Source: an optimization exercise on an open RTL-to-GDS flow (aim: small area and a short achievable clock period). Production flows keep margins and buffers that such runs may drop. In this exercise RTL edits were held to simulation tests only and were not proved equivalent to the original.

## run A
Design mips, start of the top module:
module mips (
	input clk,
	input rst_n,
	output [3:0] LEDR,
	output [31:0] imem_addr,
	input [31:0] imem_rdata,
	output dmem_we,
	output [6:0] dmem_addr,
	output [31:0] dmem_wdata,
	input [31:0] dmem_rdata,
	input [31:0] ioport_in,
	output [31:0] ioport_out,
	output [31:0] ioport_oe
);
==> module div, before the edit <==
module div (input logic [31:0] a, b, output logic [31:0] q, r);
	wire sa = a[31];
	wire sb = b[31];
	wire bz = ~|b;
	wire [31:0] n = sa ? -a : a;
	wire [31:0] d = sb ? -b : b;
	wire [31:0] d1 = b ^ {32{sb}};
	wire [7:0] nz;                        
	wire [15:0] nlz;                      
	genvar g;
	generate
		for (g = 0; g < 8; g = g + 1) begin : nib
			wire [3:0] v = d1[4*g+3:4*g];
			assign nz[g] = |v;
			assign nlz[2*g+1:2*g] = v[3] ? 2'd0 : v[2] ? 2'd1 : v[1] ? 2'd2 : 2'd3;
		end
	endgenerate
	reg [2:0] nsel;                       
	always_comb begin
		casez (nz)
			8'b1???????: nsel = 3'd0;
			8'b01??????: nsel = 3'd1;
			8'b001?????: nsel = 3'd2;
			8'b0001????: nsel = 3'd3;
			8'b00001???: nsel = 3'd4;
			8'b000001??: nsel = 3'd5;
			8'b0000001?: nsel = 3'd6;
			default:     nsel = 3'd7;
		endcase
	end
	wire [2:0] nidx = 3'd7 - nsel;
	wire [1:0] lzn = nlz[2*nidx +: 2];
	wire [4:0] s1 = {nsel, lzn};          
	wire pow = sb & (d1 == (32'hffffffff >> s1)) & (|d1);
	wire [4:0] s = s1 - {4'b0, pow};
	wire [31:0] dsh = d << s1;            
	wire [31:0] dn = pow ? 32'h80000000 : {1'b1, dsh[30:0]};
	wire [63:0] nn1 = {32'b0, n} << s1;
	wire [63:0] nn = pow ? {1'b0, nn1[63:1]} : nn1;
	logic [33:0] S [0:32];
	logic [33:0] C [0:32];
	logic [32:0] pos, ng;               
	logic [31:0] qp, qn;
	assign S[0] = {2'b00, nn[63:32]};
	assign C[0] = 34'b0;
	assign pos[0] = 1'b1;               
	assign ng[0] = 1'b0;
	wire [4:0] zp = {2'b11, 1'b0, ~dn[30:29]};    
	wire [4:0] zn = {2'b00, 1'b1, dn[30:29]};     
	genvar j;
	generate
		for (j = 0; j < 32; j = j + 1) begin : step
			wire [3:0] est = S[j][33:30] + C[j][33:30];
			wire pos_s = ~est[3];
			wire ng_s = est[3] & ~&est[2:0];
			wire [33:0] x = {S[j][32:0], nn[31-j]};
			wire [33:0] y = {C[j][32:0], pos_s};
			wire [33:0] zf = pos[j] ? {2'b11, ~dn} : ng[j] ? {2'b00, dn} : 34'b0;
			wire [33:0] zs = pos_s ? {2'b11, ~dn} : ng_s ? {2'b00, dn} : 34'b0;
			wire [33:0] z = {zf[33:27], zs[26:0]};
			assign S[j+1] = x ^ y ^ z;
			wire [33:0] cy = (x & y) | (x & z) | (y & z);
			assign C[j+1] = {cy[32:0], 1'b0};
			assign qp[31-j] = (j == 31) ? pos[j] : pos_s;
			assign qn[31-j] = (j == 31) ? ng[j] : ng_s;
			wire [4:0] xt = S[j][32:28];
			wire [4:0] yt = C[j][32:28];
			wire p_p, n_p, p_n, n_n, p_z, n_z;
			srt_sel sel_p(xt, yt, zp, p_p, n_p);
			srt_sel sel_n(xt, yt, zn, p_n, n_n);
			srt_sel sel_z(xt, yt, 5'b0, p_z, n_z);
			assign pos[j+1] = pos[j] ? p_p : ng[j] ? p_n : p_z;
			assign ng[j+1]  = pos[j] ? n_p : ng[j] ? n_n : n_z;
		end
	endgenerate
	wire [33:0] sf = S[32];
	wire [33:0] cf = C[32];
	wire [33:0] a0 = sf + cf;                           
	wire neg = a0[33];
	wire [33:0] a1 = sf + cf + {2'b00, dn};             
	wire [33:0] na0 = ~sf + ~cf + 34'd2;                
	wire [33:0] na1 = ~sf + ~cf + {2'b11, ~dn} + 34'd3;  
	wire [33:0] rs = sa ? (neg ? na1 : na0) : (neg ? a1 : a0);
	wire [33:0] rsh = $signed(rs) >>> s;
	wire qs = sa ^ sb;
	wire [31:0] qx = qs ? qn : qp;
	wire [31:0] qy = qs ? qp : qn;
	wire [31:0] h0 = qx + ~qy + 32'd1;
	wire [31:0] h1 = qx + ~qy + {30'b0, qs, 1'b0};
	assign q = bz ? 32'hffffffff : neg ? h1 : h0;
	assign r = bz ? a : rsh[31:0];
endmodule
==> flow/config.mk <==
export PLATFORM = sky130hd
export DESIGN_NAME = mips
export DESIGN_NICKNAME = mips
export VERILOG_FILES = /design/flow/design.v
export SDC_FILE = /design/flow/constraint.sdc
export NUM_CORES = 4
export LEC_CHECK = 0
export CAP_MARGIN = 20
export CORE_MARGIN = 2
export CORE_UTILIZATION = 50
export PLACE_DENSITY = 0.62
export SLEW_MARGIN = 20
==> flow/constraint.sdc <==
create_clock -name core_clock -period 150.0 [get_ports {clk}]
set_input_delay 30.0000 -clock core_clock [delete_from_list [all_inputs] [get_ports {clk}]]
set_output_delay 30.0000 -clock core_clock [all_outputs]
set_load 0.01 [all_outputs]
run.sh (not shown) runs the stock make flow with config.mk's settings and CLKGATE_MAP_FILE= SYNTH_SCRIPT=/design/flow/synth_recipe.tcl, a recipe that flattens the netlist after the stock synthesis.
Every stage of the flow completed for run A, and the final layout passed the timing, DRC and antenna checks.
What run B does differently from run A at the input level:
--- a/flow/design.v
+++ b/flow/design.v
@@ -4,15 +4,14 @@
 	wire sb = b[31];
 	wire bz = ~|b;
 	wire [31:0] n = sa ? -a : a;
 	wire [31:0] d = sb ? -b : b;
-	wire [31:0] d1 = b ^ {32{sb}};
 	wire [7:0] nz;                        
 	wire [15:0] nlz;                      
 	genvar g;
 	generate
 		for (g = 0; g < 8; g = g + 1) begin : nib
-			wire [3:0] v = d1[4*g+3:4*g];
+			wire [3:0] v = d[4*g+3:4*g];
 			assign nz[g] = |v;
 			assign nlz[2*g+1:2*g] = v[3] ? 2'd0 : v[2] ? 2'd1 : v[1] ? 2'd2 : 2'd3;
 		end
 	endgenerate
@@ -30,15 +29,12 @@
 		endcase
 	end
 	wire [2:0] nidx = 3'd7 - nsel;
 	wire [1:0] lzn = nlz[2*nidx +: 2];
-	wire [4:0] s1 = {nsel, lzn};          
-	wire pow = sb & (d1 == (32'hffffffff >> s1)) & (|d1);
-	wire [4:0] s = s1 - {4'b0, pow};
-	wire [31:0] dsh = d << s1;            
-	wire [31:0] dn = pow ? 32'h80000000 : {1'b1, dsh[30:0]};
-	wire [63:0] nn1 = {32'b0, n} << s1;
-	wire [63:0] nn = pow ? {1'b0, nn1[63:1]} : nn1;
+	wire [4:0] s = {nsel, lzn};
+	wire [31:0] dsh = d << s;
+	wire [31:0] dn = {1'b1, dsh[30:0]};
+	wire [63:0] nn = {32'b0, n} << s;
 	logic [33:0] S [0:32];
 	logic [33:0] C [0:32];
 	logic [32:0] pos, ng;               
 	logic [31:0] qp, qn;
@@ -85,11 +81,18 @@
 	wire [33:0] rsh = $signed(rs) >>> s;
 	wire qs = sa ^ sb;
 	wire [31:0] qx = qs ? qn : qp;
 	wire [31:0] qy = qs ? qp : qn;
-	wire [31:0] h0 = qx + ~qy + 32'd1;
-	wire [31:0] h1 = qx + ~qy + {30'b0, qs, 1'b0};
-	assign q = bz ? 32'hffffffff : neg ? h1 : h0;
+	wire [23:0] u0 = qx[31:8] + ~qy[31:8];
+	wire [23:0] u1 = qx[31:8] + ~qy[31:8] + 24'd1;
+	wire [23:0] u2 = qx[31:8] + ~qy[31:8] + 24'd2;
+	wire [9:0] l0 = {2'b0, qx[7:0]} + {2'b0, ~qy[7:0]};
+	wire [9:0] l1 = {2'b0, qx[7:0]} + {2'b0, ~qy[7:0]} + 10'd1;
+	wire [9:0] l2 = {2'b0, qx[7:0]} + {2'b0, ~qy[7:0]} + 10'd2;
+	wire [31:0] q0 = {l0[8] ? u1 : u0, l0[7:0]};
+	wire [31:0] q1 = {l1[8] ? u1 : u0, l1[7:0]};
+	wire [31:0] q2 = {l2[9] ? u2 : l2[8] ? u1 : u0, l2[7:0]};
+	assign q = bz ? 32'hffffffff : neg ? (qs ? q2 : q0) : q1;
 	assign r = bz ? a : rsh[31:0];
 endmodule
 module srt_sel (input logic [4:0] x, y, z, output logic p, n);
 	wire [3:0] s = x[4:1] ^ y[4:1] ^ z[4:1];
From run A to run B the numbers moved as follows: number of clock-tree buffers in the layout went down by 39; register-to-register slack decreased 2520 ps; synthesized area divided by synthesized cell count went down 2.5%. Relative to run A, worst setup slack has decreased by 2640 ps in run B.

[what the ideal ports hide]
Ports are ideal in the flow. The routed layouts listed here were re-timed in OpenROAD. Step 1 assumes that a clkbuf_16 drives the clock port and a buf_2 every other input. Step 2 moves the port delays by t, midway between the first and last clock arrival at a register: inputs arrive t later, outputs are due t later. That takes back most of the time a late clock gives input paths. Slacks: ideal ports / drivers / drivers and shift; pairs: ideal ports / drivers.
run | t, ns | setup slack, ns | hold slack, ns | slew at the worst register clock pin (ns)
run A | 0.922 | 41.043 / 41.100 / 40.178 | 0.335 / 0.335 / 0.335 | 0.09 / 0.09
run B | 0.854 | 38.407 / 38.299 / 37.445 | 0.342 / 0.342 / 0.342 | 0.08 / 0.08
After both steps every run listed still meets setup and hold. For run B, which loses most, drivers alone change the setup slack by -0.108 ns; drivers and shift together by -0.962 ns.
